What follows belongs to an exercise in optimizing a design on an open flow for small area, a short achievable clock period and few clock cycles; a production flow would make more cautious choices. In this exercise RTL edits were held to simulation tests only and were not proved equivalent to the original. No activity file was given, so power comes from the tool's default toggle rates.

==> flow/design.v <==
module ALU (
    input      signed [31:0] data1_i  ,
    input      signed [31:0] data2_i  ,
    input             [ 3:0] ALUCtrl_i,
    output reg signed [31:0] data_o   ,
    output                   Zero_o
);
    wire signed [31:0] Adder_o     ;
    wire        [32:0] data1_extend;
    wire        [32:0] data2_extend;
    wire               overflow    ;
    wire               neg         ;
    assign neg = ALUCtrl_i[3] || ALUCtrl_i[2];
    assign data1_extend = {data1_i[31], data1_i};
    assign data2_extend = {data2_i[31], data2_i} ^ {33{neg}};
    assign {overflow, Adder_o} = data1_extend + data2_extend + neg;
    assign Zero_o = (data_o == 0);
    always @(*) begin
        case(ALUCtrl_i)
            4'b0000 : data_o = data1_i & data2_i;
            4'b0001  : data_o = data1_i | data2_i;
            4'b0011 : data_o = data1_i ^ data2_i;
            4'b1000 : data_o = overflow;
            4'b1001 : data_o = data1_i << data2_i[4:0];
            4'b1010 : data_o = data1_i >> data2_i[4:0];
            4'b1011 : data_o = data1_i >>> data2_i[4:0];
            default : data_o = Adder_o;
        endcase
    end
endmodule
module ALU_Control (
    input      [2:0] funct3_i ,
    input            funct7_i ,
    input      [1:0] ALUOp_i  ,
    output reg [3:0] ALUCtrl_o
);
    always @(*)
        begin
            if ({funct7_i, funct3_i, ALUOp_i} == 6'b000001)
                ALUCtrl_o = 4'b0010;  
            else if ({funct7_i, funct3_i, ALUOp_i} == 6'b100001)
                ALUCtrl_o = 4'b0110;  
            else if ({funct3_i, ALUOp_i} == 5'b00010)
                ALUCtrl_o = 4'b0010;  
            else if ({funct7_i, funct3_i, ALUOp_i} == 6'b011101)
                ALUCtrl_o = 4'b0000;  
            else if ({funct3_i, ALUOp_i} == 5'b11110)
                ALUCtrl_o = 4'b0000;  
            else if ({funct7_i, funct3_i, ALUOp_i} == 6'b011001)
                ALUCtrl_o = 4'b0001;  
            else if ({funct3_i, ALUOp_i} == 5'b11010)
                ALUCtrl_o = 4'b0001;  
            else if ({funct7_i, funct3_i, ALUOp_i} == 6'b010001)
                ALUCtrl_o = 4'b0011;  
            else if ({funct3_i, ALUOp_i} == 5'b10010)
                ALUCtrl_o = 4'b0011;  
            else if ({funct7_i, funct3_i, ALUOp_i} == 6'b000110)
                ALUCtrl_o = 4'b1001;  
            else if ({funct7_i, funct3_i, ALUOp_i} == 6'b110110)
                ALUCtrl_o = 4'b1011;  
            else if ({funct7_i, funct3_i, ALUOp_i} == 6'b010110)
                ALUCtrl_o = 4'b1010;  
            else if ({funct7_i, funct3_i, ALUOp_i} == 6'b001001)
                ALUCtrl_o = 4'b1000;  
            else if ({funct3_i, ALUOp_i} == 5'b01010)
                ALUCtrl_o = 4'b1000;  
            else if ({funct3_i, ALUOp_i} == 5'b00000)
                ALUCtrl_o = 4'b0110;  
            else
                ALUCtrl_o = 4'b0010;  
        end
endmodule
module Imm_Gen (
    input      [31:0] instruction_i,
    output reg signed [31:0] imm_o
);
    always @(*) begin
        case (instruction_i[6:0])
            7'b0000011, 7'b1100111: imm_o = {{20{instruction_i[31]}}, instruction_i[31:20]};  
            7'b0100011 : imm_o = {{20{instruction_i[31]}}, instruction_i[31:25], instruction_i[11:7]};
            7'b1100011 : imm_o = {{20{instruction_i[31]}}, instruction_i[7], instruction_i[30:25], instruction_i[11:8], 1'b0};
            7'b1101111 : imm_o = {{12{instruction_i[31]}}, instruction_i[19:12], instruction_i[20], instruction_i[30:21], 1'b0};
            default    : imm_o = {{20{instruction_i[31]}}, instruction_i[31:20]};
        endcase
    end
endmodule
module Control (
    input      [6:0] Op_i      ,
    input            NoOp_i    ,
    output reg       jalr_o    ,
    output reg       jal_o     ,
    output reg       branch_o  ,
    output reg       MemRead_o ,
    output reg       MemtoReg_o,
    output reg [1:0] ALUOp_o   ,
    output reg       MemWrite_o,
    output reg       ALUSrc_o  ,  
    output reg       RegWrite_o
);
    always @(*)
        begin
            ALUOp_o = (Op_i == 7'b0110011) ? 2'b01 : Op_i[4:3];
            if (NoOp_i)
                begin
                    jalr_o     = 0;
                    jal_o      = 0;
                    ALUOp_o    = 2'b0;
                    ALUSrc_o   = 0;
                    RegWrite_o = 0;
                    MemRead_o  = 0;
                    MemWrite_o = 0;
                    MemtoReg_o = 0;
                    branch_o   = 0;
                end
            else
                begin
                    case (Op_i)
                        7'b0110011 :
                            begin
                                jalr_o     = 0;
                                jal_o      = 0;
                                branch_o   = 0;
                                MemRead_o  = 0;
                                MemtoReg_o = 0;
                                MemWrite_o = 0;
                                ALUSrc_o   = 0;
                                RegWrite_o = 1;
                            end
                        7'b0010011 :
                            begin
                                jalr_o     = 0;
                                jal_o      = 0;
                                branch_o   = 0;
                                MemRead_o  = 0;
                                MemtoReg_o = 0;
                                MemWrite_o = 0;
                                ALUSrc_o   = 1;
                                RegWrite_o = 1;
                            end
                        7'b0100011 :
                            begin
                                jalr_o     = 0;
                                jal_o      = 0;
                                branch_o   = 0;
                                MemRead_o  = 0;
                                MemtoReg_o = 0;
                                MemWrite_o = 1;
                                ALUSrc_o   = 1;
                                RegWrite_o = 0;
                            end
                        7'b0000011 :
                            begin
                                jalr_o     = 0;
                                jal_o      = 0;
                                branch_o   = 0;
                                MemRead_o  = 1;
                                MemtoReg_o = 1;
                                MemWrite_o = 0;
                                ALUSrc_o   = 1;
                                RegWrite_o = 1;
                            end
                        7'b1100011 :
                            begin
                                jalr_o     = 0;
                                jal_o      = 0;
                                branch_o   = 1;
                                MemRead_o  = 0;
                                MemtoReg_o = 0;
                                MemWrite_o = 0;
                                ALUSrc_o   = 0;
                                RegWrite_o = 0;
                            end
                        7'b1101111 :
                            begin
                                jalr_o     = 0;
                                jal_o      = 1;
                                branch_o   = 0;
                                MemRead_o  = 0;
                                MemtoReg_o = 0;
                                MemWrite_o = 0;
                                ALUSrc_o   = 0;
                                RegWrite_o = 1;
                            end
                        7'b1100111 :
                            begin
                                jalr_o     = 1;
                                jal_o      = 0;
                                branch_o   = 0;
                                MemRead_o  = 0;
                                MemtoReg_o = 0;
                                MemWrite_o = 0;
                                ALUSrc_o   = 0;
                                RegWrite_o = 1;
                            end
                        default :
                            begin
                                jalr_o     = 0;
                                jal_o      = 0;
                                branch_o   = 0;
                                MemRead_o  = 0;
                                MemtoReg_o = 0;
                                MemWrite_o = 0;
                                ALUSrc_o   = 0;
                                RegWrite_o = 0;
                            end
                    endcase
                end
        end
endmodule
module Decompressor (
    input             PC_2    ,  
    input      [31:0] inst_raw,
    output reg [31:0] inst    ,
    output reg        compr
);
    reg [15:0] half_inst;
    always @ (*) begin
        half_inst = inst_raw[15:0];
        inst      = inst_raw;
        if (inst_raw[1:0] == 2'b11) begin  
            compr = 0;  
            inst  = inst_raw;
        end else begin
            compr = 1;  
            case ({half_inst[15:13], half_inst[1:0]})
                5'b01000 : inst = {5'b00000, half_inst[5], half_inst[12:10], half_inst[6], 2'b00, 2'b01, half_inst[9:7], 3'b010, 2'b01, half_inst[4:2], 7'b0000011};
                5'b11000 : inst = {5'b00000, half_inst[5], half_inst[12], 2'b01, half_inst[4:2], 2'b01, half_inst[9:7], 3'b010, half_inst[11:10], half_inst[6], 2'b00, 7'b0100011};
                5'b00001 : begin
                    if (half_inst[12:2] == 11'b0)
                        inst = {25'b0, 7'b0010011};
                    else inst = {{7{half_inst[12]}}, half_inst[6:2], half_inst[11:7], 3'b000, half_inst[11:7], 7'b0010011};
                end
                5'b00101 : inst = {half_inst[12], half_inst[8], half_inst[10:9], half_inst[6], half_inst[7], half_inst[2], half_inst[11], half_inst[5:3], half_inst[12], {8{half_inst[12]}}, 5'd1, 7'b1101111};
                5'b10001 : begin
                    if (half_inst[11:10] == 2'b10)
                        inst = {{7{half_inst[12]}}, half_inst[6:2], 2'b01, half_inst[9:7], 3'b111, 2'b01, half_inst[9:7], 7'b0010011};
                    else if (half_inst[12] == 1'b0 && half_inst[6:2] == 5'b0)
                        inst = 32'b0;
                    else if (half_inst[11:10] == 2'b00)
                        inst = {7'b0000000, half_inst[6:2], 2'b01, half_inst[9:7], 3'b101, 2'b01, half_inst[9:7], 7'b0010011};
                    else
                        inst = {7'b0100000, half_inst[6:2], 2'b01, half_inst[9:7], 3'b101, 2'b01, half_inst[9:7], 7'b0010011};
                end
                5'b10101 : inst = {half_inst[12], half_inst[8], half_inst[10:9], half_inst[6], half_inst[7], half_inst[2], half_inst[11], half_inst[5:3], half_inst[12], {8{half_inst[12]}}, 5'd0, 7'b1101111};
                5'b11001 : inst = {{4{half_inst[12]}}, half_inst[6], half_inst[5], half_inst[2], 5'd0, 2'b01, half_inst[9:7], 3'b000, half_inst[11], half_inst[10], half_inst[4], half_inst[3], half_inst[12], 7'b1100011};
                5'b11101 : inst = {{4{half_inst[12]}}, half_inst[6], half_inst[5], half_inst[2], 5'd0, 2'b01, half_inst[9:7], 3'b001, half_inst[11], half_inst[10], half_inst[4], half_inst[3], half_inst[12], 7'b1100011};
                5'b00010 : inst = {7'b0000000, half_inst[6:2], half_inst[11:7], 3'b001, half_inst[11:7], 7'b0010011};
                5'b10010 : begin
                    if (half_inst[6:2] == 5'd0) begin
                        if (half_inst[12] && half_inst[11:7] != 5'b0)
                            inst = {12'b0, half_inst[11:7], 3'b000, 5'd1, 7'b1100111};
                        else inst = {12'b0, half_inst[11:7], 3'b000, 5'd0, 7'b1100111};
                    end
                    else if (half_inst[11:7] != 5'b0) begin
                        if (half_inst[12] == 1'b0)
                            inst = {7'b0000000, half_inst[6:2], 5'd0, 3'b000, half_inst[11:7], 7'b0110011};
                        else inst = {7'b0000000, half_inst[6:2], half_inst[11:7], 3'b000, half_inst[11:7], 7'b0110011};
                    end
                end
                default : inst = 32'b0;
            endcase
        end
    end
endmodule
module CHIP ( clk,
              rst_n,
              mem_read_D,
              mem_write_D,
              mem_addr_D,
              mem_wdata_D,
              mem_rdata_D,
              mem_ready_D,
              mem_read_I,
              mem_write_I,
              mem_addr_I,
              mem_wdata_I,
              mem_rdata_I,
              mem_ready_I,
              DCACHE_addr,
              DCACHE_wdata,
              DCACHE_wen,
              PC
            );
input           clk, rst_n;
output          mem_read_D;
output          mem_write_D;
output  [31:4]  mem_addr_D;
output  [127:0] mem_wdata_D;
input   [127:0] mem_rdata_D;
input           mem_ready_D;
output          mem_read_I;
output          mem_write_I;
output  [31:4]  mem_addr_I;
output  [127:0] mem_wdata_I;
input   [127:0] mem_rdata_I;
input           mem_ready_I;
output  [29:0]  DCACHE_addr;
output  [31:0]  DCACHE_wdata;
output          DCACHE_wen;
output  [31:0]  PC;
    wire rst = ~rst_n;
    genvar gi, gj;
    reg  [31:0] pc;
    reg         ifid_v;
    reg  [31:0] ifid_win;       
    reg  [31:0] ifid_pc;
    reg         ex_regwrite, ex_memtoreg, ex_memread, ex_memwrite;
    reg         ex_branch, ex_jump, ex_jalr, ex_alusrc;
    reg  [1:0]  ex_aluop;
    reg  [2:0]  ex_funct3;
    reg         ex_funct7;
    reg  [31:0] ex_rs1v, ex_rs2v, ex_imm, ex_aux;
    reg  [4:0]  ex_rd;
    reg         ex_fa_mem, ex_fa_wb, ex_fb_mem, ex_fb_wb;
    reg         m_regwrite, m_memtoreg, m_memread, m_memwrite;
    reg  [31:0] m_res, m_rs2v;
    reg  [4:0]  m_rd;
    reg         w_regwrite;
    reg  [4:0]  w_rd;
    reg  [31:0] w_data;
    wire        dstall;
    wire [127:0] ic_data [0:7];
    wire [6:0]   ic_tag  [0:7];
    reg  [7:0]   ic_valid;
    reg          ic_busy;
    reg  [9:0]   ic_line;           
    reg          ic_rd_q;
    wire [127:0] ic_fill;
    generate
        for (gi = 0; gi < 16; gi = gi + 1) begin : g_icfill
            assign ic_fill[8*gi+7:8*gi] = mem_rdata_I[32*(gi/4) + 24 - 8*(gi%4) +: 8];
        end
    endgenerate
    wire [2:0]   f_idx  = pc[6:4];
    wire [2:0]   f_off  = pc[3:1];
    wire [6:0]   f_tag  = pc[13:7];
    wire [2:0]   f_idx1 = f_idx + 3'd1;
    wire [6:0]   f_tag1 = (f_idx == 3'd7) ? (f_tag + 7'd1) : f_tag;
    wire [127:0] f_line = ic_data[f_idx];
    wire [15:0]  f_nhw  = ic_data[f_idx1][15:0];
    wire [143:0] f_ext  = {f_nhw, f_line};
    wire [31:0]  f_win  = f_ext[f_off*16 +: 32];
    wire         f_c    = (f_win[1:0] != 2'b11);
    wire         f_hit1 = ic_valid[f_idx]  & (ic_tag[f_idx]  == f_tag);
    wire         f_hit2 = ic_valid[f_idx1] & (ic_tag[f_idx1] == f_tag1);
    wire         f_strad = (f_off == 3'd7) & ~f_c;
    wire         f_hit  = f_hit1 & (~f_strad | f_hit2);
    wire [9:0]   f_mline = f_hit1 ? (pc[13:4] + 10'd1) : pc[13:4];
    wire         f_live;           
    always @(posedge clk) begin
        if (rst) begin
            ic_busy  <= 1'b0;
            ic_rd_q  <= 1'b0;
            ic_valid <= 8'd0;
        end else if (!ic_busy) begin
            if (f_live && !f_hit) begin
                ic_busy <= 1'b1;
                ic_rd_q <= 1'b1;
                ic_valid[f_mline[2:0]] <= 1'b0;
            end
        end else if (mem_ready_I) begin
            ic_busy <= 1'b0;
            ic_rd_q <= 1'b0;
            ic_valid[ic_line[2:0]] <= 1'b1;
        end
    end
    always @(posedge clk) begin
        if (!ic_busy && f_live && !f_hit)
            ic_line <= f_mline;
    end
    generate
        for (gi = 0; gi < 8; gi = gi + 1) begin : g_icline
            reg [127:0] d;
            reg [6:0]   t;
            always @(posedge clk) begin
                if (!ic_busy && f_live && !f_hit && f_mline[2:0] == gi)
                    t <= f_mline[9:3];
                if (ic_busy && ic_line[2:0] == gi)
                    d <= ic_fill;
            end
            assign ic_data[gi] = d;
            assign ic_tag[gi]  = t;
        end
    endgenerate
    assign mem_read_I  = ic_rd_q;
    assign mem_write_I = 1'b0;
    assign mem_addr_I  = {18'd0, ic_line};
    assign mem_wdata_I = 128'd0;
    wire [31:0] id_inst;
    Decompressor Decompressor (
        .PC_2    (1'b0    ),
        .inst_raw(ifid_win),
        .inst    (id_inst ),
        .compr   (        )
    );
    wire        id_c = (ifid_win[1:0] != 2'b11);
    wire        c_jalr, c_jal, c_branch, c_memread, c_memtoreg, c_memwrite, c_alusrc, c_regwrite;
    wire [1:0]  c_aluop;
    Control Control (
        .Op_i      (id_inst[6:0]),
        .NoOp_i    (1'b0        ),
        .jalr_o    (c_jalr      ),
        .jal_o     (c_jal       ),
        .RegWrite_o(c_regwrite  ),
        .MemtoReg_o(c_memtoreg  ),
        .MemRead_o (c_memread   ),
        .MemWrite_o(c_memwrite  ),
        .ALUOp_o   (c_aluop     ),
        .ALUSrc_o  (c_alusrc    ),
        .branch_o  (c_branch    )
    );
    wire [31:0] id_imm;
    Imm_Gen Imm_Gen (
        .instruction_i(id_inst),
        .imm_o        (id_imm )
    );
    wire [4:0]  id_rs1 = id_inst[19:15];
    wire [4:0]  id_rs2 = id_inst[24:20];
    wire [4:0]  id_rd  = id_inst[11:7];
    wire [31:0] id_target = ifid_pc + id_imm;
    wire [31:0] id_link   = ifid_pc + (id_c ? 32'd2 : 32'd4);
    wire [31:0] rf [0:31];
    wire [31:0] rf_wd = rst ? 32'd0 : w_data;
    assign rf[0] = 32'd0;
    generate
        for (gi = 1; gi < 32; gi = gi + 1) begin : g_rf
            reg [31:0] r;
            always @(posedge clk)
                if (rst || (w_regwrite && w_rd == gi))
                    r <= rf_wd;
            assign rf[gi] = r;
        end
    endgenerate
    wire [31:0] rf_r1 = rf[id_rs1];
    wire [31:0] rf_r2 = rf[id_rs2];
    wire [31:0] id_rs1v = (w_regwrite && w_rd == id_rs1 && id_rs1 != 5'd0) ? w_data : rf_r1;
    wire [31:0] id_rs2v = (w_regwrite && w_rd == id_rs2 && id_rs2 != 5'd0) ? w_data : rf_r2;
    wire        ld_stall  = ifid_v & ex_memread & (ex_rd == id_rs1 | ex_rd == id_rs2);
    wire        id_jal    = ifid_v & c_jal & ~ld_stall;
    wire        id_jalr   = ifid_v & c_jalr;
    wire [31:0] ex_alu;
    wire        ex_taken;
    wire        ex_redirect = ex_taken | ex_jalr;
    wire [31:0] ex_target   = ex_jalr ? ex_alu : ex_aux;
    assign f_live = ~ex_redirect & ~id_jal & ~id_jalr;
    wire id_fa_mem = ex_regwrite & (ex_rd != 5'd0) & (ex_rd == id_rs1);
    wire id_fb_mem = ex_regwrite & (ex_rd != 5'd0) & (ex_rd == id_rs2);
    wire id_fa_wb  = m_regwrite  & (m_rd  != 5'd0) & (m_rd  == id_rs1);
    wire id_fb_wb  = m_regwrite  & (m_rd  != 5'd0) & (m_rd  == id_rs2);
    always @(posedge clk) begin
        if (rst) begin
            pc     <= 32'd0;
            ifid_v <= 1'b0;
        end else if (!dstall) begin
            if (ex_redirect) begin
                pc     <= ex_target;
                ifid_v <= 1'b0;
            end else if (ld_stall) begin
            end else if (id_jal) begin
                pc     <= id_target;
                ifid_v <= 1'b0;
            end else if (id_jalr) begin
                ifid_v <= 1'b0;
            end else begin
                ifid_v <= f_hit;
                if (f_hit)
                    pc <= pc + (f_c ? 32'd2 : 32'd4);
            end
        end
    end
    always @(posedge clk) begin
        if (!dstall && !ex_redirect && !ld_stall) begin
            ifid_win <= f_win;
            ifid_pc  <= pc;
        end
    end
    wire id_go = ifid_v & ~ld_stall & ~ex_redirect;
    always @(posedge clk) begin
        if (rst) begin
            ex_regwrite <= 1'b0; ex_memtoreg <= 1'b0; ex_memread <= 1'b0; ex_memwrite <= 1'b0;
            ex_branch   <= 1'b0; ex_jump     <= 1'b0; ex_jalr    <= 1'b0;
        end else if (!dstall) begin
            ex_regwrite <= id_go & c_regwrite;
            ex_memtoreg <= id_go & c_memtoreg;
            ex_memread  <= id_go & c_memread;
            ex_memwrite <= id_go & c_memwrite;
            ex_branch   <= id_go & c_branch;
            ex_jump     <= id_go & (c_jal | c_jalr);
            ex_jalr     <= id_go & c_jalr;
        end
    end
    always @(posedge clk) begin
        if (!dstall) begin
            ex_alusrc <= c_alusrc | c_jalr;
            ex_aluop  <= c_aluop;
            ex_funct3 <= id_inst[14:12];
            ex_funct7 <= id_inst[30];
            ex_rs1v   <= id_rs1v;
            ex_rs2v   <= id_rs2v;
            ex_imm    <= id_imm;
            ex_aux    <= c_branch ? id_target : id_link;
            ex_rd     <= id_rd;
            ex_fa_mem <= id_fa_mem;
            ex_fa_wb  <= id_fa_wb & ~id_fa_mem;
            ex_fb_mem <= id_fb_mem;
            ex_fb_wb  <= id_fb_wb & ~id_fb_mem;
        end
    end
    wire [31:0] ex_a  = ex_fa_mem ? m_res : (ex_fa_wb ? w_data : ex_rs1v);
    wire [31:0] ex_bf = ex_fb_mem ? m_res : (ex_fb_wb ? w_data : ex_rs2v);
    wire [31:0] ex_b  = ex_alusrc ? ex_imm : ex_bf;
    wire [3:0]  ex_aluctl_d;
    ALU_Control ALU_Control (
        .funct3_i (ex_funct3  ),
        .funct7_i (ex_funct7  ),
        .ALUOp_i  (ex_aluop   ),
        .ALUCtrl_o(ex_aluctl_d)
    );
    wire [3:0]  ex_aluctl = ex_jalr ? 4'b0010 : ex_aluctl_d;
    ALU ALU (
        .data1_i  (ex_a     ),
        .data2_i  (ex_b     ),
        .ALUCtrl_i(ex_aluctl),
        .data_o   (ex_alu   ),
        .Zero_o   (         )
    );
    assign ex_taken = ex_branch & ((ex_a == ex_bf) ^ ex_funct3[0]);
    always @(posedge clk) begin
        if (rst) begin
            m_regwrite <= 1'b0; m_memtoreg <= 1'b0; m_memread <= 1'b0; m_memwrite <= 1'b0;
        end else if (!dstall) begin
            m_regwrite <= ex_regwrite;
            m_memtoreg <= ex_memtoreg;
            m_memread  <= ex_memread;
            m_memwrite <= ex_memwrite;
        end
    end
    always @(posedge clk) begin
        if (!dstall) begin
            m_res  <= ex_jump ? ex_aux : ex_alu;
            m_rs2v <= ex_bf;
            m_rd   <= ex_rd;
        end
    end
    localparam DS_IDLE = 2'd0, DS_WB = 2'd1, DS_RD = 2'd2;
    wire [127:0] dc_data [0:7];      
    wire [7:0]   dc_tag  [0:7];
    reg  [7:0]   dc_valid, dc_dirty;
    reg  [3:0]   dc_lru;             
    reg  [1:0]   dc_state;
    reg          dc_vw;
    reg          dc_rd_q, dc_wr_q;
    reg  [9:0]   dc_maddr;
    reg  [127:0] dc_wdata_q;
    wire [1:0]   d_set  = m_res[5:4];
    wire [7:0]   d_tag  = m_res[13:6];
    wire [1:0]   d_word = m_res[3:2];
    wire         d_h0   = dc_valid[{d_set,1'b0}] & (dc_tag[{d_set,1'b0}] == d_tag);
    wire         d_h1   = dc_valid[{d_set,1'b1}] & (dc_tag[{d_set,1'b1}] == d_tag);
    wire         d_hit  = d_h0 | d_h1;
    wire         d_acc  = m_memread | m_memwrite;
    assign       dstall = d_acc & ~d_hit;
    wire         d_lw   = dc_lru[d_set];
    wire [2:0]   d_vi   = {d_set, d_lw};           
    wire [2:0]   d_fi   = {d_set, dc_vw};          
    wire [127:0] d_line = dc_data[{d_set, d_h1}];
    wire [31:0]  d_word_m = d_line[32*d_word +: 32];
    wire [31:0]  d_load = {d_word_m[7:0], d_word_m[15:8], d_word_m[23:16], d_word_m[31:24]};
    wire [31:0]  d_swdata = {m_rs2v[7:0], m_rs2v[15:8], m_rs2v[23:16], m_rs2v[31:24]};
    always @(posedge clk) begin
        if (rst) begin
            dc_state <= DS_IDLE;
            dc_rd_q  <= 1'b0;
            dc_wr_q  <= 1'b0;
            dc_valid <= 8'd0;
            dc_dirty <= 8'd0;
            dc_lru   <= 4'd0;
        end else begin
            case (dc_state)
                DS_IDLE: begin
                    if (dstall) begin
                        if (dc_valid[d_vi] && dc_dirty[d_vi]) begin
                            dc_state <= DS_WB;
                            dc_wr_q  <= 1'b1;
                        end else begin
                            dc_state <= DS_RD;
                            dc_rd_q  <= 1'b1;
                            dc_valid[d_vi] <= 1'b0;
                        end
                    end else if (d_acc) begin
                        dc_lru[d_set] <= ~d_h1;
                        if (m_memwrite)
                            dc_dirty[{d_set, d_h1}] <= 1'b1;
                    end
                end
                DS_WB: begin
                    if (mem_ready_D) begin
                        dc_state <= DS_RD;
                        dc_wr_q  <= 1'b0;
                        dc_rd_q  <= 1'b1;
                        dc_valid[d_fi] <= 1'b0;
                    end
                end
                default: begin
                    if (mem_ready_D) begin
                        dc_state <= DS_IDLE;
                        dc_rd_q  <= 1'b0;
                        dc_valid[d_fi] <= 1'b1;
                        dc_dirty[d_fi] <= 1'b0;
                    end
                end
            endcase
        end
    end
    always @(posedge clk) begin
        if (dc_state == DS_IDLE) begin
            dc_vw    <= d_lw;
            dc_maddr <= (dc_valid[d_vi] && dc_dirty[d_vi]) ? {dc_tag[d_vi], d_set} : m_res[13:4];
        end else if (dc_state == DS_WB && mem_ready_D) begin
            dc_maddr <= m_res[13:4];
        end
        dc_wdata_q <= dc_data[d_vi];
    end
    generate
        for (gi = 0; gi < 8; gi = gi + 1) begin : g_dcline
            reg [7:0] t;
            always @(posedge clk) begin
                if (dc_state == DS_RD && d_fi == gi)
                    t <= d_tag;
            end
            assign dc_tag[gi] = t;
            for (gj = 0; gj < 4; gj = gj + 1) begin : g_word
                reg [31:0] d;
                always @(posedge clk) begin
                    if (dc_state == DS_RD && d_fi == gi)
                        d <= mem_rdata_D[32*gj +: 32];
                    else if (dc_state == DS_IDLE && m_memwrite && d_hit && {d_set, d_h1} == gi && d_word == gj)
                        d <= d_swdata;
                end
                assign dc_data[gi][32*gj +: 32] = d;
            end
        end
    endgenerate
    assign mem_read_D  = dc_rd_q;
    assign mem_write_D = dc_wr_q;
    assign mem_addr_D  = {18'd0, dc_maddr};
    assign mem_wdata_D = dc_wdata_q;
    assign DCACHE_wen   = m_memwrite;
    assign DCACHE_addr  = m_res[31:2];
    assign DCACHE_wdata = d_swdata;
    always @(posedge clk) begin
        if (rst) begin
            w_regwrite <= 1'b0;
        end else if (!dstall) begin
            w_regwrite <= m_regwrite;
        end
    end
    always @(posedge clk) begin
        if (!dstall) begin
            w_rd   <= m_rd;
            w_data <= m_memtoreg ? d_load : m_res;
        end
    end
    assign PC = pc;
endmodule
==> flow/run.sh <==
#!/bin/bash
# synth_recipe.tcl (not shown) runs the flow's synth.tcl, then flattens the netlist and writes it again
# the make line also repeats each setting of config.mk as NAME=value (left out here)
make -C /OpenROAD-flow-scripts/flow DESIGN_CONFIG=/design/flow/config.mk WORK_HOME=/design/flow/orfs CLKGATE_MAP_FILE= SYNTH_SCRIPT=/design/flow/synth_recipe.tcl finish
==> flow/config.mk <==
export PLATFORM = sky130hd
export DESIGN_NAME = CHIP
export DESIGN_NICKNAME = CHIP
export VERILOG_FILES = /design/flow/design.v
export SDC_FILE = /design/flow/constraint.sdc
export NUM_CORES = 4
export LEC_CHECK = 0
export ABC_CLOCK_PERIOD_IN_PS = 5000
export CAP_MARGIN = 20
export CORE_MARGIN = 2
export CORE_UTILIZATION = 50
export SLEW_MARGIN = 20
==> flow/constraint.sdc <==
create_clock -name core_clock -period 20.0 [get_ports {clk}]
set_input_delay 4.0000 -clock core_clock [delete_from_list [all_inputs] [get_ports {clk}]]
set_output_delay 4.0000 -clock core_clock [all_outputs]
set_load 0.01 [all_outputs]
==> flow_metrics.tcl, run 1 <==
set metrics [dict create \
    worst_r2r_path_depth 16 \
    worst-slew-pin-transition_ps 1320 \
    timing.fmax_mhz 120 \
    count_of_cell_types_in_the_netlist 101 \
    postCtsSetupRepairBufs 0 \
    critPathArrivalTime_ps 8950 \
    placed_area_um2 188000 \
    wl_per_cell_um 40.9 \
    yosysWarningCount 6 \
    critical_path.reg2reg.endpoint "g_dcline[3].g_word[3].d[20]" \
    cts_buffers 389 \
    fin_area_um2 201000 \
    globalplace.congestion 1.01 \
    tritoncts "done" \
    htree_num_levels 5 \
    post_synth_inst_count 15000 \
    detailedRoute.firstPassIterationCount 15 \
    drive_gt1_share_pct 12.0 \
    slowest_delay_ps 920 \
    critPathKind "register to register" \
    final-setup-viol-count 0 \
    grt_pass1_vias 138000 \
    std_cell_rows 218 \
    crit_top_cell "sky130_fd_sc_hd__buf_4" \
    detail_route.iter0.violations 29600 \
    path_clk_slew_ps 70 \
    max-vdd-ir-drop_mv 0.0951 \
    edff_count_synth 3483 \
    category_of_the_worst_setup_path_capture_point "register" \
    ios 671 \
    drv_slew 0 \
    overflow 0 \
    finClkSkew_ps 112 \
    crit_end "g_dcline[3].g_word[3].d[20]" \
    global_route.usage.total_pct 44.6 \
    max_capacitance_violation_count 0 \
    synthToLayoutAreaGrowth_pct 13.0 \
    core_region_area_um2 353000 \
    cts_hold_buf 0 \
    numPortBuffers 505 \
    ant_nets 0 \
    synth_area_um2 178000 \
    postSynth.topFlopCell "sky130_fd_sc_hd__edfxtp_1" \
    dieArea_um2 360000 \
    die_h_um 600 \
    clkLatencyLatePin_ps 1080 \
    cts-resized-gates 0 \
    post_drt_via_cell_ratio 7.27 \
    cts.path.max_buffers 4 \
    crit_path_start_kind "register" \
    r2r-start "m_res[4]" \
    hold_path_class "register to register" \
    cellLeakagePower_nw 71.4 \
    run_status "no timing/DRC/antenna violations" \
    layout_min_cycle_time_ps 8300 \
    power_per_cell_area_nw_per_um2 121 \
    max-slew-margin-rel_pct 11.1 \
    dp_hpwl_mm 510 \
    finalSetupTns_ps 0 \
    yosys_register_bits 3688 \
    finalHoldViolCount 0 \
    final_net_count 15500 \
    crit_path_start "m_res[4]" \
    pin_count_of_the_biggest_net_entering_global_routing 127 \
    worst_ep_required_time_ps 20640 \
    timing.critical_path.slowest_stage_cell "sky130_fd_sc_hd__o21ai_4" \
    async_reset_ff_share_pct 0 \
    clock_root_buffer "sky130_fd_sc_hd__clkbuf_16" \
    vias 147000 \
    postRouteWirelength_mm 827 \
    die_width_um 600 \
    seq_area_frac_synth_pct 61.2 \
    grt_setup_unrepaired "no" \
    syn_avg_cell_area_um2 11.8 \
    worst-r2r-setup-slack_ps 11700 \
    drcViolationCount 0 \
    antenna_found_initial 92 \
    critical_path_peak_fanout 61 \
    fin_crit_sh_pct 41.5 \
    grt_pass1_wl_mm 1120 \
    path_cells "buf_4 -> inv_1 -> ha_1 -> buf_4 -> or4_1 -> o211ai_1 -> xnor2_1 -> o2111ai_1 -> nor4_2 -> buf_4 -> ha_4 -> buf_4 -> nor2b_4 -> nand2_1 -> o21ai_4 -> buf_4" \
    start_util_pct 50.3 \
    numClockSinks 3688 \
]
-- stage by stage --
step / hold slack [ps] / worst slack (ps) / cells / utilization, % / total power [mW]
finish: 457 / 11700 / 20200 / 56.8 / 24.4
global route: 480 / 11690 / 20200 / 56.8 / 24.8
CTS: 459 / 12100 / 20100 / 56.8 / 24.0
detailed placement: 451 / 12150 / 19400 / 53.2 / 16.7
global placement: 451 / 12150 / 19400 / 53.2 / 16.7
floorplan: 432 / 7900 / 15200 / - / 13.4
-- synth_stat cells (all sizes together), types with 174 or more instances --
library cell  count  share of area [%]
buf             517                1.8
mux2            505                3.2
a31oi           194               0.68
o21ai           391                1.1
a22oi           768                3.2
dfxtp           205                2.3
nand2          3309                7.0
inv             174               0.37
edfxtp         3483                 59
a22o            206                1.0
clkbuf          905                1.9
a222oi          510                2.9
mux2i           264                1.5
ha              174                1.2
a21oi           570                1.6
a221oi          311                1.5
nor2            730                1.5
-- cell families after synthesis --
logic type	count (synthesis)	share of synthesized area, %
AO/OA/AOI/OAI	3682	15.5
XOR/XNOR	218	1.08
adder cells (fa/ha/maj)	178	1.27
buffers and inverters	1602	4.10
flip-flops	3688	61.2
multiplexers	837	5.56
other	1	0.00211
AND/OR/NAND/NOR	4836	11.3
-- per-layer routing --
layer | wire [um] | global-route usage, % | up-vias
met1 | 281000 | 54.9 | 71800
li1 | - | - | 57700
met2 | 352000 | 65.7 | 13800
met3 | 118000 | 15.2 | 3735
met5 | 348 | 0.0535 | -
met4 | 74000 | 32.3 | 48
-- state kept, by name, summed over array words and instances, names as in the netlist, 8 cells and up, named ones only --
name / flops
g_dcline.g_word.d: 1024
g_icline.d: 1024
g_rf.r: 992
dc_wdata_q: 128
g_dcline.t: 64
g_icline.t: 56
ex_aux: 32
ex_rs1v: 32
ex_rs2v: 32
ifid_pc: 32
ifid_win: 32
m_res: 32
m_rs2v: 32
pc: 32
w_data: 32
ex_imm: 21
dc_maddr: 10
ic_line: 10
dc_dirty: 8
ic_valid: 8
-- cells in the final DEF, fill, tap and decap left out, drive strengths merged, types with 194 or more instances in the layout --
cell and count:
mux2i 264, nor2 730, nand2 3309, clkbuf 501, mux2 505, a22oi 768, buf 420, clkdlybuf4s50 504
a221oi 311, dfxtp 205, a222oi 510, a31oi 194, edfxtp 3483, o21ai 391, a21oi 570, a22o 206
-- worst max-delay path: cells and delay by family (launching register included) --
kind / cells / cell delay [ps]
buffers and inverters: 6 / 2570
AO/OA/AOI/OAI: 3 / 1500
XOR/XNOR: 1 / 180
adder cells (fa/ha/maj): 2 / 850
AND/OR/NAND/NOR: 4 / 2300
flip-flops: 1 / 330
-- report_power, final --
part | switching, mW | internal [mW]
Sequential | 0.741 | 9.53
Combinational | 4.68 | 2.03
Clock | 3.20 | 4.18
-- cell type report --
cell class / count / area, um^2
Fill cell: 29100 / 152000
Sequential cell: 3688 / 109000
Multi-Input combinational cell: 9916 / 64000
Clock buffer: 501 / 10300
Timing Repair Buffer: 924 / 8420
Tap cell: 4730 / 5920
Clock inverter: 208 / 2390
Inverter: 180 / 732
Antenna cell: 75 / 188
-- worst min-delay path by stage --
stage / from / to / slack, ps / cells after the start
global route: dc_dirty[6] / dc_dirty[6] / 480 / 2
global placement: dc_dirty[6] / dc_dirty[6] / 450 / 2
floorplan: dc_dirty[2] / dc_dirty[2] / 430 / 2
finish: dc_dirty[1] / dc_dirty[1] / 460 / 2
CTS: dc_dirty[1] / dc_dirty[1] / 460 / 2
detailed placement: dc_dirty[1] / dc_dirty[1] / 450 / 2
Testbench counts, summed over its fixed seeds: cycles 1,432,779.
==> run 2, diff against run 1 <==
--- a/flow/design.v
+++ b/flow/design.v
@@ -309,7 +309,8 @@
     reg  [1:0]  ex_aluop;
     reg  [2:0]  ex_funct3;
     reg         ex_funct7;
-    reg  [31:0] ex_rs1v, ex_rs2v, ex_imm, ex_aux;
+    reg  [31:0] ex_rs1v, ex_rs2v, ex_imm, ex_pc;
+    reg         ex_c;
     reg  [4:0]  ex_rd;
     reg         ex_fa_mem, ex_fa_wb, ex_fb_mem, ex_fb_wb;
     reg         m_regwrite, m_memtoreg, m_memread, m_memwrite;
@@ -334,29 +335,47 @@
     wire [2:0]   f_idx  = pc[6:4];
     wire [2:0]   f_off  = pc[3:1];
     wire [6:0]   f_tag  = pc[13:7];
-    wire [2:0]   f_idx1 = f_idx + 3'd1;
-    wire [6:0]   f_tag1 = (f_idx == 3'd7) ? (f_tag + 7'd1) : f_tag;
+    wire [6:0]   f_tagp = f_tag + 7'd1;
+    wire [9:0]   f_linep = pc[13:4] + 10'd1;
+    wire [7:0]   l_ok;             
+    wire [7:0]   l_nok;            
+    wire [15:0]  l_nhw [0:7];      
+    generate
+        for (gi = 0; gi < 8; gi = gi + 1) begin : g_iclk
+            wire vj = ic_valid[(gi+1)%8] & ~(ic_busy & (ic_line[2:0] == (gi+1)%8));
+            assign l_ok[gi]  = ic_valid[gi] & ~(ic_busy & (ic_line[2:0] == gi)) & (ic_tag[gi] == f_tag);
+            assign l_nok[gi] = vj & (ic_tag[(gi+1)%8] == ((gi == 7) ? f_tagp : f_tag));
+            assign l_nhw[gi] = ic_data[(gi+1)%8][15:0];
+        end
+    endgenerate
     wire [127:0] f_line = ic_data[f_idx];
-    wire [15:0]  f_nhw  = ic_data[f_idx1][15:0];
+    wire [15:0]  f_nhw  = l_nhw[f_idx];
     wire [143:0] f_ext  = {f_nhw, f_line};
     wire [31:0]  f_win  = f_ext[f_off*16 +: 32];
     wire         f_c    = (f_win[1:0] != 2'b11);
-    wire         f_hit1 = ic_valid[f_idx]  & (ic_tag[f_idx]  == f_tag);
-    wire         f_hit2 = ic_valid[f_idx1] & (ic_tag[f_idx1] == f_tag1);
+    wire         f_hit1 = l_ok[f_idx];
+    wire         f_hit2 = l_nok[f_idx];
     wire         f_strad = (f_off == 3'd7) & ~f_c;
     wire         f_hit  = f_hit1 & (~f_strad | f_hit2);
-    wire [9:0]   f_mline = f_hit1 ? (pc[13:4] + 10'd1) : pc[13:4];
+    wire [9:0]   f_mline = f_hit1 ? f_linep : pc[13:4];
+    wire [31:0]  pc_p2 = pc + 32'd2;
+    wire [31:0]  pc_p4 = pc + 32'd4;
+    wire         f_isjal = f_c ? (f_win[1:0] == 2'b01 && f_win[14:13] == 2'b01)
+                               : (f_win[6:0] == 7'b1101111);
+    wire [31:0]  f_jimm  = f_c ? {{21{f_win[12]}}, f_win[8], f_win[10:9], f_win[6], f_win[7], f_win[2], f_win[11], f_win[5:3], 1'b0}
+                               : {{12{f_win[31]}}, f_win[19:12], f_win[20], f_win[30:21], 1'b0};
+    wire [31:0]  pc_jt   = pc + f_jimm;
     wire         f_live;           
+    wire         f_req  = f_live & (~f_hit | (f_hit1 & ~f_hit2 & ~f_isjal & (f_off >= 3'd2)));
     always @(posedge clk) begin
         if (rst) begin
             ic_busy  <= 1'b0;
             ic_rd_q  <= 1'b0;
             ic_valid <= 8'd0;
         end else if (!ic_busy) begin
-            if (f_live && !f_hit) begin
+            if (f_req) begin
                 ic_busy <= 1'b1;
                 ic_rd_q <= 1'b1;
-                ic_valid[f_mline[2:0]] <= 1'b0;
             end
         end else if (mem_ready_I) begin
             ic_busy <= 1'b0;
@@ -365,7 +384,7 @@
         end
     end
     always @(posedge clk) begin
-        if (!ic_busy && f_live && !f_hit)
+        if (!ic_busy && f_req)
             ic_line <= f_mline;
     end
     generate
@@ -373,8 +392,8 @@
             reg [127:0] d;
             reg [6:0]   t;
             always @(posedge clk) begin
-                if (!ic_busy && f_live && !f_hit && f_mline[2:0] == gi)
-                    t <= f_mline[9:3];
+                if (ic_busy && mem_ready_I && ic_line[2:0] == gi)
+                    t <= ic_line[9:3];
                 if (ic_busy && ic_line[2:0] == gi)
                     d <= ic_fill;
             end
@@ -417,8 +436,6 @@
     wire [4:0]  id_rs1 = id_inst[19:15];
     wire [4:0]  id_rs2 = id_inst[24:20];
     wire [4:0]  id_rd  = id_inst[11:7];
-    wire [31:0] id_target = ifid_pc + id_imm;
-    wire [31:0] id_link   = ifid_pc + (id_c ? 32'd2 : 32'd4);
     wire [31:0] rf [0:31];
     wire [31:0] rf_wd = rst ? 32'd0 : w_data;
     assign rf[0] = 32'd0;
@@ -436,13 +453,15 @@
     wire [31:0] id_rs1v = (w_regwrite && w_rd == id_rs1 && id_rs1 != 5'd0) ? w_data : rf_r1;
     wire [31:0] id_rs2v = (w_regwrite && w_rd == id_rs2 && id_rs2 != 5'd0) ? w_data : rf_r2;
     wire        ld_stall  = ifid_v & ex_memread & (ex_rd == id_rs1 | ex_rd == id_rs2);
-    wire        id_jal    = ifid_v & c_jal & ~ld_stall;
     wire        id_jalr   = ifid_v & c_jalr;
     wire [31:0] ex_alu;
     wire        ex_taken;
     wire        ex_redirect = ex_taken | ex_jalr;
-    wire [31:0] ex_target   = ex_jalr ? ex_alu : ex_aux;
-    assign f_live = ~ex_redirect & ~id_jal & ~id_jalr;
+    wire [31:0] ex_jt       = ex_a + ex_imm;
+    wire [31:0] ex_bt       = ex_pc + ex_imm;
+    wire [31:0] ex_link     = ex_pc + (ex_c ? 32'd2 : 32'd4);
+    wire [31:0] ex_target   = ex_jalr ? ex_jt : ex_bt;
+    assign f_live = ~id_jalr;
     wire id_fa_mem = ex_regwrite & (ex_rd != 5'd0) & (ex_rd == id_rs1);
     wire id_fb_mem = ex_regwrite & (ex_rd != 5'd0) & (ex_rd == id_rs2);
     wire id_fa_wb  = m_regwrite  & (m_rd  != 5'd0) & (m_rd  == id_rs1);
@@ -456,23 +475,24 @@
                 pc     <= ex_target;
                 ifid_v <= 1'b0;
             end else if (ld_stall) begin
-            end else if (id_jal) begin
-                pc     <= id_target;
-                ifid_v <= 1'b0;
             end else if (id_jalr) begin
                 ifid_v <= 1'b0;
             end else begin
                 ifid_v <= f_hit;
                 if (f_hit)
-                    pc <= pc + (f_c ? 32'd2 : 32'd4);
+                    pc <= f_isjal ? pc_jt : (f_c ? pc_p2 : pc_p4);
             end
         end
     end
     always @(posedge clk) begin
-        if (!dstall && !ex_redirect && !ld_stall) begin
+        if (!dstall && !ex_redirect && !ld_stall)
             ifid_win <= f_win;
-            ifid_pc  <= pc;
-        end
+    end
+    always @(posedge clk) begin
+        if (rst)
+            ifid_pc <= 32'd0;
+        else if (!dstall && !ex_redirect && !ld_stall)
+            ifid_pc <= pc;
     end
     wire id_go = ifid_v & ~ld_stall & ~ex_redirect;
     always @(posedge clk) begin
@@ -491,14 +511,15 @@
     end
     always @(posedge clk) begin
         if (!dstall) begin
-            ex_alusrc <= c_alusrc | c_jalr;
+            ex_alusrc <= c_alusrc;
             ex_aluop  <= c_aluop;
             ex_funct3 <= id_inst[14:12];
             ex_funct7 <= id_inst[30];
             ex_rs1v   <= id_rs1v;
             ex_rs2v   <= id_rs2v;
             ex_imm    <= id_imm;
-            ex_aux    <= c_branch ? id_target : id_link;
+            ex_pc     <= ifid_pc;
+            ex_c      <= id_c;
             ex_rd     <= id_rd;
             ex_fa_mem <= id_fa_mem;
             ex_fa_wb  <= id_fa_wb & ~id_fa_mem;
@@ -516,7 +537,7 @@
         .ALUOp_i  (ex_aluop   ),
         .ALUCtrl_o(ex_aluctl_d)
     );
-    wire [3:0]  ex_aluctl = ex_jalr ? 4'b0010 : ex_aluctl_d;
+    wire [3:0]  ex_aluctl = ex_aluctl_d;
     ALU ALU (
         .data1_i  (ex_a     ),
         .data2_i  (ex_b     ),
@@ -537,104 +558,98 @@
     end
     always @(posedge clk) begin
         if (!dstall) begin
-            m_res  <= ex_jump ? ex_aux : ex_alu;
+            m_res  <= ex_jump ? ex_link : ex_alu;
             m_rs2v <= ex_bf;
             m_rd   <= ex_rd;
         end
     end
-    localparam DS_IDLE = 2'd0, DS_WB = 2'd1, DS_RD = 2'd2;
-    wire [127:0] dc_data [0:7];      
-    wire [7:0]   dc_tag  [0:7];
-    reg  [7:0]   dc_valid, dc_dirty;
-    reg  [3:0]   dc_lru;             
-    reg  [1:0]   dc_state;
-    reg          dc_vw;
-    reg          dc_rd_q, dc_wr_q;
-    reg  [9:0]   dc_maddr;
+    reg  [3:0]   dc_valid, dc_dirty;
+    reg  [1:0]   dc_lru;             
+    reg          dc_vw;              
+    reg          dc_rd_q, dc_wr_q;   
+    reg          dc_wbp;             
+    reg  [9:0]   dc_maddr, dc_wbaddr;
     reg  [127:0] dc_wdata_q;
-    wire [1:0]   d_set  = m_res[5:4];
-    wire [7:0]   d_tag  = m_res[13:6];
+    wire [127:0] dc_data [0:3];      
+    wire [8:0]   dc_tag  [0:3];
+    wire         d_set  = m_res[4];
+    wire [8:0]   d_tag  = m_res[13:5];
     wire [1:0]   d_word = m_res[3:2];
     wire         d_h0   = dc_valid[{d_set,1'b0}] & (dc_tag[{d_set,1'b0}] == d_tag);
     wire         d_h1   = dc_valid[{d_set,1'b1}] & (dc_tag[{d_set,1'b1}] == d_tag);
     wire         d_hit  = d_h0 | d_h1;
     wire         d_acc  = m_memread | m_memwrite;
     assign       dstall = d_acc & ~d_hit;
-    wire         d_lw   = dc_lru[d_set];
-    wire [2:0]   d_vi   = {d_set, d_lw};           
-    wire [2:0]   d_fi   = {d_set, dc_vw};          
-    wire [127:0] d_line = dc_data[{d_set, d_h1}];
-    wire [31:0]  d_word_m = d_line[32*d_word +: 32];
+    wire         d_lw    = dc_lru[d_set];
+    wire [1:0]   d_vi    = {d_set, d_lw};           
+    wire [1:0]   d_fi    = {d_set, dc_vw};          
+    wire         d_vdirty = dc_valid[d_vi] & dc_dirty[d_vi];
+    wire         d_start = dstall & ~dc_rd_q & ~dc_wbp;
+    wire         d_rdone = dc_rd_q & mem_ready_D;
+    wire [127:0] d_line0 = dc_data[{d_set, 1'b0}];
+    wire [127:0] d_line1 = dc_data[{d_set, 1'b1}];
+    wire [31:0]  d_w0 = d_line0[32*d_word +: 32];
+    wire [31:0]  d_w1 = d_line1[32*d_word +: 32];
+    wire [31:0]  d_word_m = d_h1 ? d_w1 : d_w0;
     wire [31:0]  d_load = {d_word_m[7:0], d_word_m[15:8], d_word_m[23:16], d_word_m[31:24]};
     wire [31:0]  d_swdata = {m_rs2v[7:0], m_rs2v[15:8], m_rs2v[23:16], m_rs2v[31:24]};
     always @(posedge clk) begin
         if (rst) begin
-            dc_state <= DS_IDLE;
             dc_rd_q  <= 1'b0;
             dc_wr_q  <= 1'b0;
-            dc_valid <= 8'd0;
-            dc_dirty <= 8'd0;
-            dc_lru   <= 4'd0;
+            dc_wbp   <= 1'b0;
+            dc_valid <= 4'd0;
+            dc_dirty <= 4'd0;
+            dc_lru   <= 2'd0;
         end else begin
-            case (dc_state)
-                DS_IDLE: begin
-                    if (dstall) begin
-                        if (dc_valid[d_vi] && dc_dirty[d_vi]) begin
-                            dc_state <= DS_WB;
-                            dc_wr_q  <= 1'b1;
-                        end else begin
-                            dc_state <= DS_RD;
-                            dc_rd_q  <= 1'b1;
-                            dc_valid[d_vi] <= 1'b0;
-                        end
-                    end else if (d_acc) begin
-                        dc_lru[d_set] <= ~d_h1;
-                        if (m_memwrite)
-                            dc_dirty[{d_set, d_h1}] <= 1'b1;
-                    end
-                end
-                DS_WB: begin
-                    if (mem_ready_D) begin
-                        dc_state <= DS_RD;
-                        dc_wr_q  <= 1'b0;
-                        dc_rd_q  <= 1'b1;
-                        dc_valid[d_fi] <= 1'b0;
-                    end
-                end
-                default: begin
-                    if (mem_ready_D) begin
-                        dc_state <= DS_IDLE;
-                        dc_rd_q  <= 1'b0;
-                        dc_valid[d_fi] <= 1'b1;
-                        dc_dirty[d_fi] <= 1'b0;
-                    end
-                end
-            endcase
+            if (d_start) begin
+                dc_rd_q <= 1'b1;
+                dc_valid[d_vi] <= 1'b0;
+                if (d_vdirty)
+                    dc_wbp <= 1'b1;
+            end
+            if (d_rdone) begin
+                dc_rd_q <= 1'b0;
+                dc_valid[d_fi] <= 1'b1;
+                dc_dirty[d_fi] <= 1'b0;
+                if (dc_wbp)
+                    dc_wr_q <= 1'b1;
+            end
+            if (dc_wr_q && mem_ready_D) begin
+                dc_wr_q <= 1'b0;
+                dc_wbp  <= 1'b0;
+            end
+            if (d_acc && d_hit) begin
+                dc_lru[d_set] <= ~d_h1;
+                if (m_memwrite)
+                    dc_dirty[{d_set, d_h1}] <= 1'b1;
+            end
         end
     end
     always @(posedge clk) begin
-        if (dc_state == DS_IDLE) begin
-            dc_vw    <= d_lw;
-            dc_maddr <= (dc_valid[d_vi] && dc_dirty[d_vi]) ? {dc_tag[d_vi], d_set} : m_res[13:4];
-        end else if (dc_state == DS_WB && mem_ready_D) begin
-            dc_maddr <= m_res[13:4];
+        if (d_start) begin
+            dc_vw      <= d_lw;
+            dc_maddr   <= m_res[13:4];
+            dc_wbaddr  <= {dc_tag[d_vi], d_set};
+            dc_wdata_q <= dc_data[d_vi];
+        end else if (d_rdone) begin
+            dc_maddr   <= dc_wbaddr;
         end
-        dc_wdata_q <= dc_data[d_vi];
     end
     generate
-        for (gi = 0; gi < 8; gi = gi + 1) begin : g_dcline
-            reg [7:0] t;
+        for (gi = 0; gi < 4; gi = gi + 1) begin : g_dcline
+            reg [8:0] t;
             always @(posedge clk) begin
-                if (dc_state == DS_RD && d_fi == gi)
+                if (dc_rd_q && d_fi == gi)
                     t <= d_tag;
             end
             assign dc_tag[gi] = t;
             for (gj = 0; gj < 4; gj = gj + 1) begin : g_word
                 reg [31:0] d;
                 always @(posedge clk) begin
-                    if (dc_state == DS_RD && d_fi == gi)
+                    if (dc_rd_q && d_fi == gi)
                         d <= mem_rdata_D[32*gj +: 32];
-                    else if (dc_state == DS_IDLE && m_memwrite && d_hit && {d_set, d_h1} == gi && d_word == gj)
+                    else if (m_memwrite && !dc_rd_q && d_set == gi/2 && ((gi%2) ? d_h1 : d_h0) && d_word == gj)
                         d <= d_swdata;
                 end
                 assign dc_data[gi][32*gj +: 32] = d;
@@ -661,5 +676,5 @@
             w_data <= m_memtoreg ? d_load : m_res;
         end
     end
-    assign PC = pc;
+    assign PC = ifid_pc;
 endmodule
--- a/flow/config.mk
+++ b/flow/config.mk
@@ -8,5 +8,5 @@
 export ABC_CLOCK_PERIOD_IN_PS = 5000
 export CAP_MARGIN = 20
 export CORE_MARGIN = 2
-export CORE_UTILIZATION = 50
+export CORE_UTILIZATION = 55
 export SLEW_MARGIN = 20
==> run 2 against run 1 <==
Sequential power shrank 16%. Core utilization rose by 6.1 points. Critical path depth up 10. Die area decreased by 23%. Register-to-register slack worse by 530 ps. Cell area shrank 15%. Routed wire length fell by 29%. Critical path type unchanged. Critical endpoint is now pc[29].
==> flow_metrics.tcl, run 2 <==
set metrics [dict create \
    cellInternalPower_mw 12.9 \
    yosysWarningCount 6 \
    final_common_cell "sky130_fd_sc_hd__edfxtp_1" \
    ant_nets 0 \
    cts-resized-gates 0 \
    finalPower_mw 18.5 \
    final_net_count 12300 \
    detail_route.iter0.violations 20600 \
    dieArea_um2 277000 \
    finClkSkew_ps 70.0 \
    final-setup-viol-count 0 \
    postCtsSetupRepairBufs 0 \
    cts.path.max_buffers 4 \
    path_clk_slew_ps 70 \
    cellLeakagePower_nw 60.5 \
    finalHoldViolCount 0 \
    count_of_cell_types_in_the_netlist 107 \
    worst_ep_required_time_ps 20860 \
    crit_path_start "pc[4]" \
    cts_hold_buf 0 \
    finish.utilization_pct 62.9 \
    globalplace.congestion 1.00 \
    numClockSinks 3148 \
    wl_per_cell_um 37.3 \
    start_util_pct 55.4 \
    largest_register_ffs 1024 \
    pin_count_of_the_biggest_net_entering_global_routing 145 \
    die_h_um 527 \
    async_reset_ff_share_pct 0 \
    hold_path_class "register to register" \
    r2r-start "pc[4]" \
    postSynth.topFlopCell "sky130_fd_sc_hd__edfxtp_1" \
    clkPwrFrac_pct 34.3 \
    drv_slew 0 \
    category_of_the_worst_setup_path_capture_point "register" \
    overflow 0 \
    dp_hpwl_mm 354 \
    synth_top_area_share_pct 61.0 \
    synth.top_cells.by_count "3050 x sky130_fd_sc_hd__edfxtp_1, 1439 x sky130_fd_sc_hd__nand2_1, 531 x sky130_fd_sc_hd__a22oi_1" \
    placed_cells 15100 \
    number_of_fill_cells_in_the_layout 20400 \
    edff_count_synth 3050 \
    fin_crit_sh_pct 44.1 \
    htree_num_levels 5 \
    hold-path-cell-count 2 \
    vias 114000 \
    power.switching_mw 5.57 \
    post_drt_via_cell_ratio 7.25 \
    power.share.combinational_pct 18.9 \
    tritoncts "done" \
    antenna_found_initial 38 \
    synth.largest_area_cell "sky130_fd_sc_hd__edfxtp_1" \
    grt_setup_unrepaired "no" \
    core_region_area_um2 271000 \
    non_filler_instances 15800 \
    synthToLayoutAreaGrowth_pct 13.5 \
    worst-slew-pin-transition_ps 1300 \
    sequentialPowerShare_pct 46.9 \
    timing.fmax_mhz 113 \
    grt_pass1_vias 109000 \
    worst_r2r_path_depth 26 \
    clkLatencyLatePin_ps 980 \
    numPortBuffers 505 \
    netSwitchingFraction_pct 30.1 \
    run_status "no timing/DRC/antenna violations" \
    seq_area_frac_synth_pct 62.3 \
    clock_root_buffer "sky130_fd_sc_hd__clkbuf_16" \
    largest_register_by_flop_count "g_icline.d" \
    yosys_register_bits 3148 \
    top_regs "g_icline.d x1024, g_rf.r x992, g_dcline.g_word.d x512" \
    post_synth_inst_count 11600 \
    cts_buffers 334 \
    synth_area_um2 150000 \
    ios 671 \
    finalWorstSetupSlack_ps 11170 \
    power_per_cell_area_nw_per_um2 108 \
    syn_avg_cell_area_um2 13.0 \
    max-vdd-ir-drop_mv 0.112 \
    max_capacitance_violation_count 0 \
    hold_start "dc_dirty[2]" \
    netlist_top_cells_area "sky130_fd_sc_hd__edfxtp_1 61%, sky130_fd_sc_hd__nand2_1 3.6%, sky130_fd_sc_hd__mux4_2 2.7%" \
    global_route.usage.total_pct 41.2 \
    crit_path_start_kind "register" \
    most-common-layout-cells "3050 x sky130_fd_sc_hd__edfxtp_1, 1438 x sky130_fd_sc_hd__nand2_1, 531 x sky130_fd_sc_hd__a22oi_1, 504 x sky130_fd_sc_hd__clkdlybuf4s50_1, 469 x sky130_fd_sc_hd__a21oi_1" \
    drive_gt1_share_pct 11.9 \
    die_width_um 527 \
    postRouteWirelength_mm 588 \
    drcViolationCount 0 \
    critPathArrivalTime_ps 9690 \
    layout_min_cycle_time_ps 8830 \
    detailedPlace.worstSlack_ps 11270 \
    max-slew-margin-rel_pct 12.3 \
    detailedRoute.firstPassIterationCount 15 \
    std_cell_rows 191 \
    yosys.cell_count.top_type "sky130_fd_sc_hd__edfxtp_1" \
    critPathKind "register to register" \
    critical_path_peak_fanout 71 \
    grt_pass1_wl_mm 817 \
    finalSetupTns_ps 0 \
]
==> run 2: area by class of cell <==
class | instances | area [um^2] | share of cell area [%]
Multi-Input combinational cell | 7394 | 53100 | 31.1
Clock inverter | 193 | 2100 | 1.23
Antenna cell | 38 | 95.1 | 0.0557
Sequential cell | 3148 | 93600 | 54.8
Timing Repair Buffer | 841 | 7670 | 4.50
Clock buffer | 421 | 8940 | 5.24
Inverter | 171 | 666 | 0.390
Tap cell | 3570 | 4470 | 2.62
==> run 2: kinds of logic after synthesis <==
kind of cell	Yosys count	synth area share (%)
AOI/OAI and AO/OA	3075	15.0
xor gates and xnor gates	287	1.67
adders and majority gates	181	1.53
buffers and inverters	1172	3.59
DFF	3148	62.3
muxes	794	6.99
other	1	0.00250
and+or+nand+nor	2892	8.96
==> run 2: final timing paths <==
kind,endpoint,slack (ps)
setup / recovery,pc[29],11170
setup reg to reg,pc[29],11170
hold reg to reg,dc_dirty[2],460
hold / removal,dc_dirty[2],460
==> run 2: power by group through the flow <==
| stage | combinational [mW] | clock, mW | sequential [mW] |
|---|---|---|---|
| CTS | 3.37 | 6.35 | 8.62 |
| detailed placement | 3.36 | 0 | 8.76 |
| floorplan | 2.05 | 0 | 8.48 |
| global placement | 3.32 | 0 | 8.75 |
| global route | 3.63 | 6.60 | 8.68 |
| finish | 3.49 | 6.33 | 8.66 |
==> run 2: worst max-delay path, stage by stage (launching register included) <==
cell	delay, ps
sky130_fd_sc_hd__dfxtp_1	820
sky130_fd_sc_hd__ha_1	460
sky130_fd_sc_hd__ha_4	530
sky130_fd_sc_hd__buf_4	620
sky130_fd_sc_hd__nor4_4	130
sky130_fd_sc_hd__nand2_4	610
sky130_fd_sc_hd__buf_4	740
sky130_fd_sc_hd__o22ai_1	200
sky130_fd_sc_hd__o311a_1	390
sky130_fd_sc_hd__and4_1	240
sky130_fd_sc_hd__inv_1	150
sky130_fd_sc_hd__nand3_1	90
sky130_fd_sc_hd__buf_4	240
sky130_fd_sc_hd__mux2_2	270
sky130_fd_sc_hd__ha_1	200
sky130_fd_sc_hd__inv_1	80
sky130_fd_sc_hd__fa_1	400
sky130_fd_sc_hd__nand2b_1	190
sky130_fd_sc_hd__a21o_1	200
sky130_fd_sc_hd__a211oi_1	410
sky130_fd_sc_hd__o211ai_1	220
sky130_fd_sc_hd__a31o_2	270
sky130_fd_sc_hd__a311oi_1	340
sky130_fd_sc_hd__o21ai_0	220
sky130_fd_sc_hd__o31ai_1	270
sky130_fd_sc_hd__o211ai_1	120
sky130_fd_sc_hd__a211oi_1	250
==> run 2: routing by layer <==
| metal | GRT usage, % | wire length [um] | vias up |
|---|---|---|---|
| met3 | 12.1 | 82000 | 2117 |
| li1 | - | - | 46000 |
| met4 | 23.0 | 39800 | 20 |
| met2 | 60.1 | 253000 | 9652 |
| met1 | 55.4 | 213000 | 56600 |
| met5 | 0.294 | 208 | - |
==> run 2: metrics by stage <==
step           hold slack [ps]  instance area [um^2]
4_1_cts                    460                170000
6_report                   462                171000
3_3_place_gp               445                159000
5_1_grt                    480                171000
3_5_place_dp               452                159000
2_1_floorplan              429                151000
Testbench counts of run 2, summed over its fixed seeds: cycles 1,295,347.
==> run 3, diff against run 2 <==
==> flow/flow/run.sh (new file) <==
#!/bin/bash
# The standard layout (standard.sh: standard synthesis, floorplan, placement,
# CTS, routing, finish) with two changes:
#  - timing repair aims for a setup margin of 14.2 ns on the 20 ns constraint
#    instead of 0, so that the repair steps after CTS and global routing size
#    and buffer the slowest paths;
#  - the buffers that global placement puts on every input and output port are
#    sky130_fd_sc_hd__buf_4 cells.
# The make output of the whole run goes to standard_finish.log; ORFS keeps
# each step's log under orfs/logs/.
set -euo pipefail
bash standard.sh SETUP_SLACK_MARGIN=14.2 "BUFFER_PORTS_ARGS=-buffer_cell sky130_fd_sc_hd__buf_4" finish > standard_finish.log 2>&1
==> flow/standard.sh (new file) <==
#!/bin/bash
# synth_recipe.tcl (not shown) runs the flow's synth.tcl, then flattens the netlist and writes it again
# the make line also repeats each setting of config.mk as NAME=value (left out here)
make -C /OpenROAD-flow-scripts/flow DESIGN_CONFIG=/design/flow/config.mk WORK_HOME=/design/flow/orfs CLKGATE_MAP_FILE= SYNTH_SCRIPT=/design/flow/synth_recipe.tcl "${@:-finish}"
removed: flow/run.sh
==> run 3 against run 2 <==
Still clean. Cell area up 1.2%. Via count up 1.6%. Non-clock buffer count up 181. Synthesized cell count unchanged. Global-route usage up 1.4 points. Flip-flop and latch count unchanged.
==> flow_metrics.tcl, run 3 <==
set metrics [dict create \
    run_status "no timing/DRC/antenna violations" \
    drive_gt1_share_pct 18.7 \
    overflow 0 \
    most-common-layout-cells "3050 x sky130_fd_sc_hd__edfxtp_1, 1434 x sky130_fd_sc_hd__nand2_1, 917 x sky130_fd_sc_hd__buf_4, 527 x sky130_fd_sc_hd__a22oi_1, 457 x sky130_fd_sc_hd__a21oi_1" \
    finClkSkew_ps 84.6 \
    placed_area_um2 158000 \
    critPathKind "register to register" \
    timing.critical_path.slowest_stage_cell "sky130_fd_sc_hd__or4_4" \
    drcViolationCount 0 \
    postRouteWirelength_mm 610 \
    max-vdd-ir-drop_mv 0.118 \
    syn_avg_cell_area_um2 13.0 \
    die_h_um 527 \
    clkLatencyLatePin_ps 980 \
    numClockSinks 3148 \
    post_drt_via_cell_ratio 7.29 \
    synth.largest_area_cell "sky130_fd_sc_hd__edfxtp_1" \
    final-setup-viol-count 0 \
    tritoncts "done" \
    fin_area_um2 173000 \
    pin_count_of_the_biggest_net_entering_global_routing 146 \
    die_width_um 527 \
    hold_path_class "register to register" \
    count_of_cell_types_in_the_netlist 107 \
    synth_area_um2 150000 \
    final_net_count 12500 \
    layout_min_cycle_time_ps 6080 \
    timing.fmax_mhz 164 \
    yosys.cell_count.top_type "sky130_fd_sc_hd__edfxtp_1" \
    slowest_delay_ps 620 \
    globalplace.congestion 1.01 \
    antenna_found_initial 55 \
    max_capacitance_violation_count 0 \
    seq_area_frac_synth_pct 62.3 \
    finalHoldViolCount 0 \
    ios 671 \
    vias 116000 \
    ant_nets 0 \
    fin_crit_sh_pct 30.4 \
    yosys_register_bits 3148 \
    max-slew-margin-rel_pct 13.8 \
    htree_num_levels 5 \
    clock_root_buffer "sky130_fd_sc_hd__clkbuf_16" \
    cts.path.max_buffers 4 \
    critical_path_peak_fanout 5 \
    global_route.usage.total_pct 42.6 \
    async_reset_ff_share_pct 0 \
    finalSetupTns_ps 0 \
    grt_pass1_wl_mm 839 \
    synthToLayoutAreaGrowth_pct 14.8 \
    netlist_top_cells_area "sky130_fd_sc_hd__edfxtp_1 61%, sky130_fd_sc_hd__nand2_1 3.6%, sky130_fd_sc_hd__mux4_2 2.7%" \
    grt_setup_unrepaired "yes" \
    synth.top_cells.by_count "3050 x sky130_fd_sc_hd__edfxtp_1, 1439 x sky130_fd_sc_hd__nand2_1, 531 x sky130_fd_sc_hd__a22oi_1" \
    top_regs "g_icline.d x1024, g_rf.r x992, g_dcline.g_word.d x512" \
    dieArea_um2 277000 \
    grt_pass1_vias 110000 \
    numPortBuffers 505 \
    final_common_cell "sky130_fd_sc_hd__edfxtp_1" \
    wl_per_cell_um 38.3 \
    drv_slew 0 \
    start_util_pct 55.4 \
    dp_hpwl_mm 367 \
    worst-slew-pin-transition_ps 1290 \
    cellLeakagePower_nw 62.4 \
    worst_ep_required_time_ps 20800 \
    power_per_cell_area_nw_per_um2 107 \
    path_clk_slew_ps 70 \
    largest_register_by_flop_count "g_icline.d" \
    detailedRoute.firstPassIterationCount 13 \
    core_region_area_um2 271000 \
    edff_count_synth 3050 \
    crit_path_start_kind "register" \
    yosysWarningCount 6 \
    cts_hold_buf 0 \
    post_synth_inst_count 11600 \
    std_cell_rows 191 \
    critPathArrivalTime_ps 6880 \
    postSynth.topFlopCell "sky130_fd_sc_hd__edfxtp_1" \
    cts_buffers 332 \
    largest_register_ffs 1024 \
    synth_top_area_share_pct 61.0 \
    category_of_the_worst_setup_path_capture_point "register" \
    detail_route.iter0.violations 21300 \
]
[run 3: path summary, 6_finish.rpt]
path / start / end / slack, ps / cells past startpoint
worst max-delay path: pc[5] / pc[27] / 13920 / 29
worst min-delay path: dc_dirty[2] / dc_dirty[2] / 460 / 2
worst max register to register: pc[5] / pc[27] / 13920 / 29
worst min register to register: dc_dirty[2] / dc_dirty[2] / 460 / 2
[run 3: metal layers]
layer	part of all wire (%)	wire, um	up-vias	GRT usage (%)
met3	14	88000	2334	13.1
li1	-	-	46400	-
met1	35	216000	57300	56.1
met2	43	262000	10100	62.4
met5	0.051	309	-	0.225
met4	7.2	43800	38	24.6
[run 3: power breakdown]
group / total [mW] / internal (mW) / switching (mW)
combinational: 3.73 / 1.24 / 2.50
sequential: 8.61 / 8.11 / 0.500
clock: 6.19 / 3.52 / 2.67
total: 18.5 / 12.9 / 5.67
[run 3: final cells by class]
type	instances	area, um^2
diodes	50	125
clock buffers	416	8790
clock inverters	178	1850
fillers	20300	98700
inverters	171	717
multi-input cells	7396	54000
flip-flops and latches	3148	93600
well taps	3570	4470
repair buffers	1022	9030
repair inverters	1	5.00
[run 3: logic make-up (layout without fill, tap and decap cells)]
kind of cell,after synthesis,count (layout),synth area share [%]
and+or+nand+nor,2892,2894,8.96
buffers and inverters,1172,1788,3.59
AOI/OAI and AO/OA,3075,3075,15.0
DFF,3148,3148,62.3
adders and majority gates,181,181,1.53
other,1,215,0.00250
muxes,794,794,6.99
xor gates and xnor gates,287,287,1.67
[run 3: critical path, delay by kind of cell, from the launching register on]
kind / cells / cell delay (ps)
simple gates: 5 / 1280
mux: 1 / 210
compound gates: 11 / 2230
xor+xnor: 1 / 120
buf+inv: 7 / 860
flops: 1 / 410
fa+ha+maj: 4 / 840
[run 3: stage by stage]
| stage | utilization, % | cells | total power [mW] | hold WS, ps | setup slack [ps] |
|---|---|---|---|---|---|
| floorplan | - | 11700 | 10.5 | 429 | 13310 |
| global placement | 58.4 | 15100 | 12.1 | 441 | 11990 |
| detailed placement | 58.4 | 15100 | 12.1 | 449 | 12010 |
| CTS | 63.2 | 15900 | 18.3 | 455 | 14040 |
| global route | 63.6 | 15900 | 18.9 | 477 | 13740 |
| finish | 63.6 | 16000 | 18.5 | 457 | 13920 |
[run 3: timing repair]
action,4_1_cts,5_1_grt
hold endpoints to repair,0,0
cloned,21,6
buffers inserted,96,36
endpoints found under the setup margin,1476,1085
pin swaps,40,63
resized for setup,207,128

==> static timing again, ports no longer ideal <==
How much do the figures lean on ideal ports? The routed layouts below were timed once more, with nothing changed but the port constraints. Step 1, drivers: a clkbuf_16 drives clk and a buf_2 each remaining input, both assumed. Step 2 adds t to the input delays and takes it off the output delays; t is the mean of the earliest and latest rising clock arrival at the registers after step 1. Input paths then give back, and output paths get back, about the clock's delay inside the block. Three values: no drivers, after step 1, after step 2; two values: the first two.
run | shift t [ns] | slack for setup (ns) | worst setup path at the end | worst register clock-pin slew, ns | pins driven straight from the clock port
run 1 | 1.130 | 11.695 / 11.695 / 11.695 | register to register | 0.07 / 0.07 | 1
run 2 | 1.028 | 11.170 / 11.170 / 11.170 | register to register | 0.08 / 0.08 | 1
run 3 | 1.035 | 13.918 / 13.918 / 13.247 | input to register | 0.07 / 0.07 | 1
After both steps setup and hold are still met in every run listed. For run 3, which loses most, drivers alone change the setup slack by 0.000 ns; drivers and shift together by -0.671 ns.
